What follows belongs to an exercise in optimizing a design on an open flow for small area, a short achievable clock period and few clock cycles per item; a production flow would make more cautious choices. In this exercise RTL edits were held to simulation tests only and were not proved equivalent to the original.

## config.mk

```make
export PLATFORM = sky130hd
export DESIGN_NAME = rv32_alu_core
export DESIGN_NICKNAME = rv32_alu_core
export VERILOG_FILES = /design/flow/design.v
export SDC_FILE = /design/flow/constraint.sdc
export NUM_CORES = 4
export LEC_CHECK = 0
export CAP_MARGIN = 20
export CORE_MARGIN = 2
export CORE_UTILIZATION = 40
export SLEW_MARGIN = 20
```

## constraint.sdc

```tcl
create_clock -name core_clock -period 6.5 [get_ports {clk}]
set_input_delay 1.3000 -clock core_clock [delete_from_list [all_inputs] [get_ports {clk}]]
set_output_delay 1.3000 -clock core_clock [all_outputs]
set_load 0.01 [all_outputs]
```

## design.v

```verilog
module ALU (
    input  [2:0]  f3,
    input         sub,
    input         sra,
    input  [31:0] a,
    input  [31:0] b,
    output reg [31:0] result
);
wire [31:0] bx = b ^ {32{sub}};
wire [33:0] t  = {1'b0, a, 1'b1} + {1'b0, bx, sub};
wire [31:0] sum  = t[32:1];
wire        cout = t[33];
wire        ltu  = ~cout;
wire        lt   = (a[31] ^ b[31]) ? a[31] : ltu;
wire        left = ~f3[2];
reg  [31:0] ra;
integer k;
always @(*) for (k = 0; k < 32; k = k + 1) ra[k] = left ? a[31-k] : a[k];
wire        fill = sra & a[31] & ~left;
wire [63:0] sx   = {{32{fill}}, ra} >> b[4:0];
wire [31:0] sr   = sx[31:0];
reg  [31:0] sh;
always @(*) for (k = 0; k < 32; k = k + 1) sh[k] = left ? sr[31-k] : sr[k];
always @(*) begin
    case (f3)
        3'd0: result = sum;
        3'd1: result = sh;
        3'd2: result = {31'd0, lt};
        3'd3: result = {31'd0, ltu};
        3'd4: result = a ^ b;
        3'd5: result = sh;
        3'd6: result = a | b;
        default: result = a & b;
    endcase
end
endmodule
module regfile (
    input         clk,
    input         we,
    input  [4:0]  wa,
    input  [31:0] wd,
    input  [4:0]  ra1,
    output [31:0] rd1,
    input  [4:0]  ra2,
    output [31:0] rd2
);
reg [31:0] mem [1:31];
genvar i;
generate
    for (i = 1; i < 32; i = i + 1) begin : g_reg
        always @(posedge clk)
            if (we && wa == i) mem[i] <= wd;
    end
endgenerate
assign rd1 = (ra1 == 5'd0) ? 32'd0 : mem[ra1];
assign rd2 = (ra2 == 5'd0) ? 32'd0 : mem[ra2];
endmodule
module rv32_alu_core (
    input         clk,
    input         rst,           
    input  [31:0] instr,         
    input         instr_valid,
    output        instr_ready,
    output        wb_valid,      
    output [4:0]  wb_rd,
    output [31:0] wb_data
);
assign instr_ready = 1'b1;
reg        s0_v;
reg [31:7] s0_i;
reg        s0_r;                 
always @(posedge clk) begin
    s0_v <= instr_valid & ~rst;
    s0_i <= instr[31:7];
    s0_r <= instr[5];
end
wire [4:0] s0_rs1 = s0_i[19:15];
wire [4:0] s0_rs2 = s0_i[24:20];
wire [4:0] s0_rd  = s0_i[11:7];
wire [2:0] s0_f3  = s0_i[14:12];
reg        s2_v;
reg [4:0]  s2_rd;
reg [31:0] s2_res;
wire [31:0] rf_rd1, rf_rd2;
wire [31:0] alu_res;
reg        s1_v;
reg [4:0]  s1_rd;
reg [31:0] s1_a, s1_b;
reg        s1_fa, s1_fb;
reg        s1_sub;               
reg        s1_sra;
reg [2:0]  s1_f3;
regfile u_rf (
    .clk   (clk),
    .we    (s1_v),
    .wa    (s1_rd),
    .wd    (alu_res),
    .ra1   (s0_rs1),
    .rd1   (rf_rd1),
    .ra2   (s0_rs2),
    .rd2   (rf_rd2)
);
wire s1_wr = s1_v & (s1_rd != 5'd0);
always @(posedge clk) begin
    s1_v   <= s0_v & ~rst;
    s1_rd  <= s0_rd;
    s1_a   <= rf_rd1;
    s1_b   <= s0_r ? rf_rd2 : {{20{s0_i[31]}}, s0_i[31:20]};
    s1_fa  <= s1_wr & (s1_rd == s0_rs1);
    s1_fb  <= s1_wr & (s1_rd == s0_rs2) & s0_r;
    s1_sub <= (s0_f3 == 3'd2) | (s0_f3 == 3'd3) | ((s0_f3 == 3'd0) & s0_r & s0_i[30]);
    s1_sra <= s0_i[30];
    s1_f3  <= s0_f3;
end
wire [31:0] a = s1_fa ? s2_res : s1_a;
wire [31:0] b = s1_fb ? s2_res : s1_b;
ALU u_alu (
    .f3     (s1_f3),
    .sub    (s1_sub),
    .sra    (s1_sra),
    .a      (a),
    .b      (b),
    .result (alu_res)
);
always @(posedge clk) begin
    s2_v   <= s1_v & ~rst;
    s2_rd  <= s1_rd;
    s2_res <= alu_res;
end
assign wb_valid = s2_v;
assign wb_rd    = s2_rd;
assign wb_data  = s2_res;
endmodule
```

## run.sh

```bash
#!/bin/bash
# synth_recipe.tcl (not shown) runs the flow's synth.tcl, then flattens the netlist and writes it again
# the make line also repeats each setting of config.mk as NAME=value (left out here)
make -C /OpenROAD-flow-scripts/flow DESIGN_CONFIG=/design/flow/config.mk WORK_HOME=/design/flow/orfs CLKGATE_MAP_FILE= SYNTH_SCRIPT=/design/flow/synth_recipe.tcl finish
```

==> results_dict.tcl <==
set metrics [dict create \
    endpoint_kind "flop" \
    postCtsSetupBuffers 0 \
    grt_pass1_vias 40620 \
    cts_root_buf "clkbuf_16" \
    cts_tree "yes" \
    io_pins 74 \
    totalPowerFinal_mw 18.30 \
    syn-num-nets 4062 \
    initial_core_util_pct 40.21 \
    synth_top_family_by_area "compound AO/OA/AOI/OAI gates" \
    crit_required_ps 6970 \
    drive_gt1_share_pct 14.04 \
    synthAdderAreaFrac_pct 2.313 \
    synth_ff_type "edfxtp_1" \
    dp_hpwl_mm 137.4 \
    portBuffers 66 \
    die-area_mm2 0.1327 \
    cts_resized 0 \
    tns_ps 0 \
    ys_seq_area_share_pct 62.83 \
    crit_arrival_ps 5820 \
    relSlewSlack_pct 13.57 \
    yosysWarnings 36 \
    synthSimpleGateAreaFrac_pct 6.577 \
    clock-sinks 1134 \
    clock_latency_ps 770 \
    die_h_um 364.3 \
    die_w_um 364.3 \
    regArea_mm2 0.03264 \
    hold_viol 0 \
    drv_slew 0 \
    max_cap_viol_count 0 \
    finalCriticalPeriod_ps 5345 \
    synth_compound_area_share_pct 20.04 \
    run_status "timing/DRC/antenna clean" \
    peakVddDrop_v 0.0002159 \
    num_rows 132 \
    r2r_slack_ps 1150 \
    syn_inst 3931 \
    antenna_found_initial 29 \
    wl_per_cell_um 41.96 \
    setup_ws_ps 1155 \
    synthMuxAreaShare_pct 4.209 \
    setup_viol 0 \
    worstSetupPathType "flop to flop" \
    coreArea_mm2 0.1292 \
    synth_edf_count 992 \
    grt_usage_pct 35.94 \
    syn_avg_cell_area_um2 13.21 \
    nNetsFinal 4138 \
    grt_max_degree 67 \
    drc_errors 0 \
    dr.pass1.iters 12 \
    grt_pass1_wl_mm 330.9 \
    hp-class "flop to flop" \
    synthesis.area_mm2 0.05193 \
    power_density_mw_per_mm2 305.9 \
    holdBufCountCts 0 \
    drtIter0Drc 11090 \
    overflow 0 \
    max_freq_mhz 187.1 \
    dp_slack_ps 1366 \
    rsz0062_at_grt "false" \
    ant_nets 0 \
    ys_ff_latch 1134 \
    yosys.area_share.xor_xnor_pct 1.113 \
    cts_max_path_buffers 3 \
    cp_max_fo 32 \
    wl_mm 245.9 \
    synth_cell_types 78 \
    areaGrowthSynthToFinish_pct 15.21 \
    avgViaCountPerCell 7.536 \
    startpoint_type "flop" \
    post-route-period-util_pct 82.24 \
    vias 44170 \
    finalWeightedCongestion 0.9712 \
    worst_pin_slew_ps 1293 \
    finClkSkew_ps 93.48 \
    fillers 11420 \
    htreeDepth 3 \
    async_flop_share_pct 0 \
    leakage_nw 19.66 \
    cts_buffers 114 \
    clk_pin_slew_worst_paths_ps 60 \
    multi_input_area_mm2 0.01868 \
]
[report_power, final]
| group | internal (mW) | switching [mW] |
|---|---|---|
| combinational | 0.931 | 1.99 |
| clock | 3.81 | 2.96 |
| sequential | 8.40 | 0.217 |
| total | 13.1 | 5.17 |
[cell families (layout without fill, tap and decap cells)]
logic type	after synthesis	in the layout
compound gates	1375	1375
flops	1134	1134
simple gates	703	703
buf+inv	386	559
mux	170	170
fa+ha+maj	96	96
xor+xnor	66	66
other cells	1	16
[metrics by stage]
stage / utilization (%) / instance area (um2) / hold slack (ps) / cells
after floorplan: - / 51930 / 309.6 / 3931
after global placement: 43.28 / 55900 / 310.6 / 5632
after detailed placement: 43.28 / 55900 / 312.1 / 5632
after CTS: 46.23 / 59710 / 326.3 / 5845
after global routing: 46.31 / 59820 / 337.8 / 5854
final: 46.33 / 59830 / 325.6 / 5861
[registers in the layout, summed over array words and instances (netlist names), 3 cells and up]
signal,count
s1_f3,3
s2_rd,5
s1_b,32
s1_a,32
s2_res,32
u_rf.mem,992
s1_rd,5
s0_i,25
[critical path: stages (launching register included)]
cell      delay [ps]
dfxtp_2          520
mux2i_4          280
buf_4            350
xnor2_1          110
ha_1             360
and3_1           230
nor2b_1          160
o211ai_1         620
a21boi_0         350
o311ai_1         790
nand4_1          300
a41o_1           350
a31oi_1          200
a221o_1          140
buf_4            320
[routing by layer]
layer | GRT usage (%) | routed length, um
met5 | 0.5084 | 216
met2 | 51.64 | 100200
met3 | 16.87 | 43500
met4 | 22.22 | 20520
met1 | 43.53 | 81500
[cell type report]
type,count,area share (%)
repair buffers,252,3.563
inverters,94,0.5897
well taps,1742,3.643
flip-flops and latches,1134,54.56
clock buffers,137,4.981
multi-input cells,2411,31.21
clock inverters,76,1.389
diodes,15,0.06273
[placed cells by master, fill, tap and decap left out, types with 15 or more instances in the layout]
cell type          n
xnor2_1           48
clkbuf_1          20
o21ai_0          103
clkinv_1          23
ha_1              96
xor2_1            18
nor2_4            84
nand3_1           83
mux2_2            20
inv_1             88
a21oi_1          166
nand4_1          150
nor3_1            56
nand2_1          170
nor2_1            68
nand2b_1          15
edfxtp_1         992
diode_2           15
nor3_2            22
mux2i_1          107
a21o_1            27
clkdlybuf4s50_1   66
a22o_1           239
clkbuf_16        115
clkinv_2          24
a31oi_1           17
a22oi_1          376
mux4_2            35
o211ai_1          16
a221oi_1         234
o22ai_1           23
dfxtp_1          136
a222oi_1          64
buf_4            180
[path summary, 6_finish.rpt]
| check | end | cells past startpoint | from |
|---|---|---|---|
| min | s1_rd[2]$_DFF_P_ | 0 | s0_i[9]$_DFF_P_ |
| max reg2reg | u_rf.mem[10][0]$_DFFE_PP_ | 14 | s1_fb$_DFF_P_ |
| max | u_rf.mem[10][0]$_DFFE_PP_ | 14 | s1_fb$_DFF_P_ |
| min reg2reg | s1_rd[2]$_DFF_P_ | 0 | s0_i[9]$_DFF_P_ |
[synthesized netlist by cell type (all sizes together), types with 35 or more instances]
| cell | instances | area, um2 |
|---|---|---|
| nor3 | 78 | 390.4 |
| o21ai | 115 | 575.6 |
| dfxtp | 142 | 2843 |
| nand2 | 170 | 638.1 |
| nand3 | 83 | 415.4 |
| buf | 57 | 272.8 |
| a221oi | 235 | 2064 |
| nor2 | 153 | 574.3 |
| a222oi | 64 | 640.6 |
| mux4 | 35 | 788.3 |
| edfxtp | 992 | 29790 |
| nand4 | 150 | 938.4 |
| clkbuf | 235 | 882.1 |
| a22oi | 376 | 2823 |
| mux2i | 114 | 1161 |
| a21oi | 173 | 869.6 |
| ha | 96 | 1201 |
| xnor2 | 48 | 420.4 |
| a22o | 239 | 2093 |
| inv | 93 | 349.1 |
Testbench counts, summed over its fixed seeds: cycles 16,272, items 16,248.

-- afterwards: timing with drivers on the ports --
How much do the figures lean on ideal ports? The routed layout below was timed once more, with nothing changed but the port constraints. Step 1: set_driving_cell puts a clkbuf_16 on clk and a buf_2 on each other input, an assumption about the parent block. Step 2 also shifts input and output timing later by t, the mid clock arrival at the registers, as if the neighbouring blocks saw the same clock. Slacks: ideal ports / drivers / drivers and shift; pairs: ideal ports / drivers.
t, ns: 0.797
setup slack, ns: 1.155 / 1.155 / 1.155
worst slew at a driven data input, ns: 0.11
After both steps this run still meets setup and hold. The setup slack of this run moves by 0.000 ns with the drivers and by 0.000 ns with both steps.
